Context: an optimization exercise on an open-source flow, tuned for small area and a short achievable clock period. The choices shown serve that exercise and are no tape-out recipe.
At most, simulation tests tie the RTL to the original design; equivalence was not proved.
Power is estimated from default activity; no workload was simulated.

==> flow/design.v (excerpt) <==
module video_gen (
  input  wire        clk,
  input  wire        reset,
  input  wire        interlaced,
  input  wire [11:0] v_total_0,
  input  wire [11:0] v_fp_0,
  input  wire [11:0] v_bp_0,
  input  wire [11:0] v_sync_0,
  input  wire [11:0] v_total_1,
  input  wire [11:0] v_fp_1,
  input  wire [11:0] v_bp_1,
  input  wire [11:0] v_sync_1,
  input  wire [11:0] h_total,
  input  wire [11:0] h_fp,
  input  wire [11:0] h_bp,
  input  wire [11:0] h_sync,
  input  wire [11:0] hv_offset_0,
  input  wire [11:0] hv_offset_1,
  input  wire [11:0] total_active_pix,
  input  wire [11:0] total_active_lines,
  input  wire [7:0]  pattern,
  input  wire [19:0] ramp_step,
  input  wire [7:0]  r_in,
  input  wire [7:0]  g_in,
  input  wire [7:0]  b_in,
  output wire [12:0] v_count_out,
  output wire [11:0] h_count_out,
  output wire [11:0] x_out,
  output wire [12:0] y_out,
  output wire        field_out,
  output wire        vs_out,
  output wire        hs_out,
  output wire        de_out,
  output wire [7:0]  r_out,
  output wire [7:0]  g_out,
  output wire [7:0]  b_out
);
Size: about 1300 cells after synthesis, about 170 flip-flops, about 330 I/O pins, about 0.013 sq mm of cells after synthesis.
clock: 5.0 ns
lec_check: 0
cap_margin: 20
core_area: 2.3 2.72 157.78 157.76
cts_buf_list: sky130_fd_sc_hd__clkbuf_4 sky130_fd_sc_hd__clkbuf_8
die_area: 0 0 160 160
setup_slack_margin: 2.8
slew_margin: 20
tns_end_percent: 0
standard.sh (not shown) runs the stock make flow with config.mk's settings and CLKGATE_MAP_FILE= SYNTH_SCRIPT=/design/flow/synth_recipe.tcl, a recipe that flattens the netlist after the stock synthesis.
==> flow/flow/run.sh <==
#!/bin/bash
set -euo pipefail
export BUFFER_PORTS_ARGS="-buffer_cell sky130_fd_sc_hd__buf_1"
bash standard.sh > standard_flow.log 2>&1
Then changed:
Settings changed: SETUP_SLACK_MARGIN 2.8 to 2.5, TNS_END_PERCENT 0 to not set.
=>
- The changed run completed with no timing, DRC or antenna violations
- non-clock buffer count is higher by 9
- wire length climbs by 2.2%
- fmax rose by about 1.4%
- worst setup slack gets better by 0.037 ns
- total power stays flat
- synthesized cell count is unchanged
Function was not checked in any run of this note: the RTL went through the layout flow alone.

---

Another version of the RTL of video_gen (not shown whole).
For scale: roughly 1400 cells after synthesis, roughly 170 flip-flops, ~0.013 mm^2 of cells after synthesis.
export LEC_CHECK = 0
export CAP_MARGIN = 20
export CORE_AREA = 2.3 2.72 207.7 207.12
export DIE_AREA = 0 0 210 210
export SETUP_SLACK_MARGIN = 2.5
export SLEW_MARGIN = 20
create_clock -name core_clock -period 5.0 [get_ports {clk}]
Scripts as last shown in full above: flow/flow/run.sh
The baseline ran to the end with no violations.
Edit:
--- a/flow/config.mk
+++ b/flow/config.mk
@@ -11 +11 @@
-export SETUP_SLACK_MARGIN = 2.5
+export SETUP_SLACK_MARGIN = 2.0
Effect:
- fmax went down by 3.1%
- cell area went down by 8.7%
- setup slack got worse by 0.091 ns
- sequential share of layout area went up by 2.2 points
- core utilization went down by 3.6 points
- die area is unchanged
- clock-buffer cell count went down by 2
- global-route usage went down by 0.74 points
- total power went down by 3.7%
No functional check of the RTL was part of any run of this note.

---

== run 1 ==
video_gen, a different RTL version from the one above (not shown whole).
For scale: ~1400 cells after synthesis, ~330 I/O pins.
## video_gen
module video_gen (
  input  wire        clk,
  input  wire        reset,
  input  wire        interlaced,
  input  wire [11:0] v_total_0,
  input  wire [11:0] v_fp_0,
  input  wire [11:0] v_bp_0,
  input  wire [11:0] v_sync_0,
  input  wire [11:0] v_total_1,
  input  wire [11:0] v_fp_1,
  input  wire [11:0] v_bp_1,
  input  wire [11:0] v_sync_1,
  input  wire [11:0] h_total,
  input  wire [11:0] h_fp,
  input  wire [11:0] h_bp,
  input  wire [11:0] h_sync,
  input  wire [11:0] hv_offset_0,
  input  wire [11:0] hv_offset_1,
  input  wire [11:0] total_active_pix,
  input  wire [11:0] total_active_lines,
  input  wire [7:0]  pattern,
  input  wire [19:0] ramp_step,
  input  wire [7:0]  r_in,
  input  wire [7:0]  g_in,
  input  wire [7:0]  b_in,
  output wire [12:0] v_count_out,
  output wire [11:0] h_count_out,
  output wire [11:0] x_out,
  output wire [12:0] y_out,
  output wire        field_out,
  output wire        vs_out,
  output wire        hs_out,
  output wire        de_out,
  output wire [7:0]  r_out,
  output wire [7:0]  g_out,
  output wire [7:0]  b_out
);
wire vs_t, hs_t, de_t;
sync_vg i_sync_vg (
  .clk(clk),
  .reset(reset),
  .interlaced(interlaced),
  .v_total_0(v_total_0),
  .v_fp_0(v_fp_0),
  .v_bp_0(v_bp_0),
  .v_sync_0(v_sync_0),
  .v_total_1(v_total_1),
  .v_fp_1(v_fp_1),
  .v_bp_1(v_bp_1),
  .v_sync_1(v_sync_1),
  .h_total(h_total),
  .h_fp(h_fp),
  .h_bp(h_bp),
  .h_sync(h_sync),
  .hv_offset_0(hv_offset_0),
  .hv_offset_1(hv_offset_1),
  .vs_out(vs_t),
  .hs_out(hs_t),
  .de_out(de_t),
  .v_count_out(v_count_out),
  ...
==> flow/config.mk <==
export PLATFORM = sky130hd
export DESIGN_NAME = video_gen
export DESIGN_NICKNAME = video_gen
export VERILOG_FILES = /design/flow/design.v
export SDC_FILE = /design/flow/constraint.sdc
export NUM_CORES = 4
export LEC_CHECK = 0
export CAP_MARGIN = 20
export CORE_AREA = 2.3 2.72 137.54 136.0
export CTS_BUF_LIST = sky130_fd_sc_hd__clkbuf_4 sky130_fd_sc_hd__clkbuf_8
export DIE_AREA = 0 0 140 140
export SETUP_SLACK_MARGIN = 2.8
export SLEW_MARGIN = 20
export TNS_END_PERCENT = 10
==> flow/constraint.sdc <==
create_clock -name core_clock -period 5.0 [get_ports {clk}]
set_input_delay 1.0000 -clock core_clock [delete_from_list [all_inputs] [get_ports {clk}]]
set_output_delay 1.0000 -clock core_clock [all_outputs]
set_load 0.01 [all_outputs]
Scripts as last shown in full above: flow/flow/run.sh
Run 1 finished all stages; the layout is clean.
Relative to run 1, the following input files were edited for run 2:
--- a/flow/config.mk
+++ b/flow/config.mk
@@ -11,0 +12 @@
+export GPL_TIMING_DRIVEN = 0
@@ -14 +15 @@
-export TNS_END_PERCENT = 10
+export TNS_END_PERCENT = 0
### Flow results
Run 2: done, clean on timing, DRC and antenna. NOTE number of cells after detailed placement run 1->run 2 increased slightly. Compared with run 1, run 2 shows a higher global-route usage. Re net switching fraction of the power: run 1 was higher than run 2. Changes observed in run 2 relative to run 1: non-clock buffer total of the final layout now sits higher, worst supply voltage drop on vdd went down by 0.000034 V, routed wire length saw a decrease, post-route standard cell area excluding fillers has decreased. Comparing run 1 and run 2, sum of met2 wire segment lengths after detailed routing is lower on run 2. Diff run 1 -> run 2 | critical path depth | increase of 2. Between run 1 and run 2, the difference in worst clock skew on the final layout is negligible.
--- input diff run 2..run 3 ---
--- a/flow/config.mk
+++ b/flow/config.mk
@@ -12 +11,0 @@
-export GPL_TIMING_DRIVEN = 0
==> comparison <==
- [compare] base=run 2 new=run 3: endpoint arrival time on the critical path fell 0.18 ns; total wire length went down; global routing usage on met1 now sits lower; portion of total power attributed to the clock network has decreased; HPWL after detailed placement down 1.1 mm.
Modified inputs, run 4 compared to run 3
--- a/flow/config.mk
+++ b/flow/config.mk
@@ -9 +9 @@
-export CORE_AREA = 2.3 2.72 137.54 136.0
+export CORE_AREA = 2.3 2.72 157.78 157.76
@@ -11 +11 @@
-export DIE_AREA = 0 0 140 140
+export DIE_AREA = 0 0 160 160
==> comparison <==
For number of well taps, dividing the value from run 4 by the value from run 3 gives 1.4.
When run 4 is measured against run 3, its synthesis-to-layout area growth turns out 0.17 points higher.
Setup slack at placement: run 4 vs run 3 down 0.022 ns
Run 4 ended with less maximum frequency than run 3.
Run 4 vs run 3 — total of cells resized after clock tree synthesis dropped 13.
The flip-flop and latch count on run 3 is in line with that on run 4.

-- separate check: timing with driven ports --
The results above use ideal ports. As a check the final layouts listed here were re-extracted and re-timed, cells and wires unchanged.
Step 1 (the two cells are an assumption about what drives the block):
set clk [get_ports {clk}]
set_driving_cell -lib_cell sky130_fd_sc_hd__clkbuf_16 $clk
set_driving_cell -lib_cell sky130_fd_sc_hd__buf_2 [delete_from_list [all_inputs] $clk]
Step 2 also shifts input and output timing later by t, the mid clock arrival at the registers, as if the neighbouring blocks saw the same clock.
a / b / c = no drivers / after step 1 / after step 2; a / b = the first two.
run	t (ns)	slack for setup (ns)	clock arrival spread, ns	pins driven straight from the clock port
the first run of note 1	0.506	2.379 / 2.399 / 1.893	0.021 / 0.021	1
the second run of note 1	0.520	2.416 / 2.436 / 1.916	0.024 / 0.023	1
the first run of note 2	0.508	2.129 / 2.129 / 1.924	0.015 / 0.014	1
the second run of note 2	0.508	2.039 / 2.039 / 1.632	0.017 / 0.016	1
run 1	0.521	2.519 / 2.519 / 2.003	0.012 / 0.012	1
run 2	0.522	2.342 / 2.342 / 1.936	0.017 / 0.016	1
run 3	0.519	2.521 / 2.510 / 1.991	0.010 / 0.010	1
run 4	0.503	2.467 / 2.462 / 1.959	0.017 / 0.016	1
After both steps every run listed still meets setup and hold. The setup slack of run 3, which loses most, moves by -0.011 ns with the drivers and by -0.530 ns with both steps.
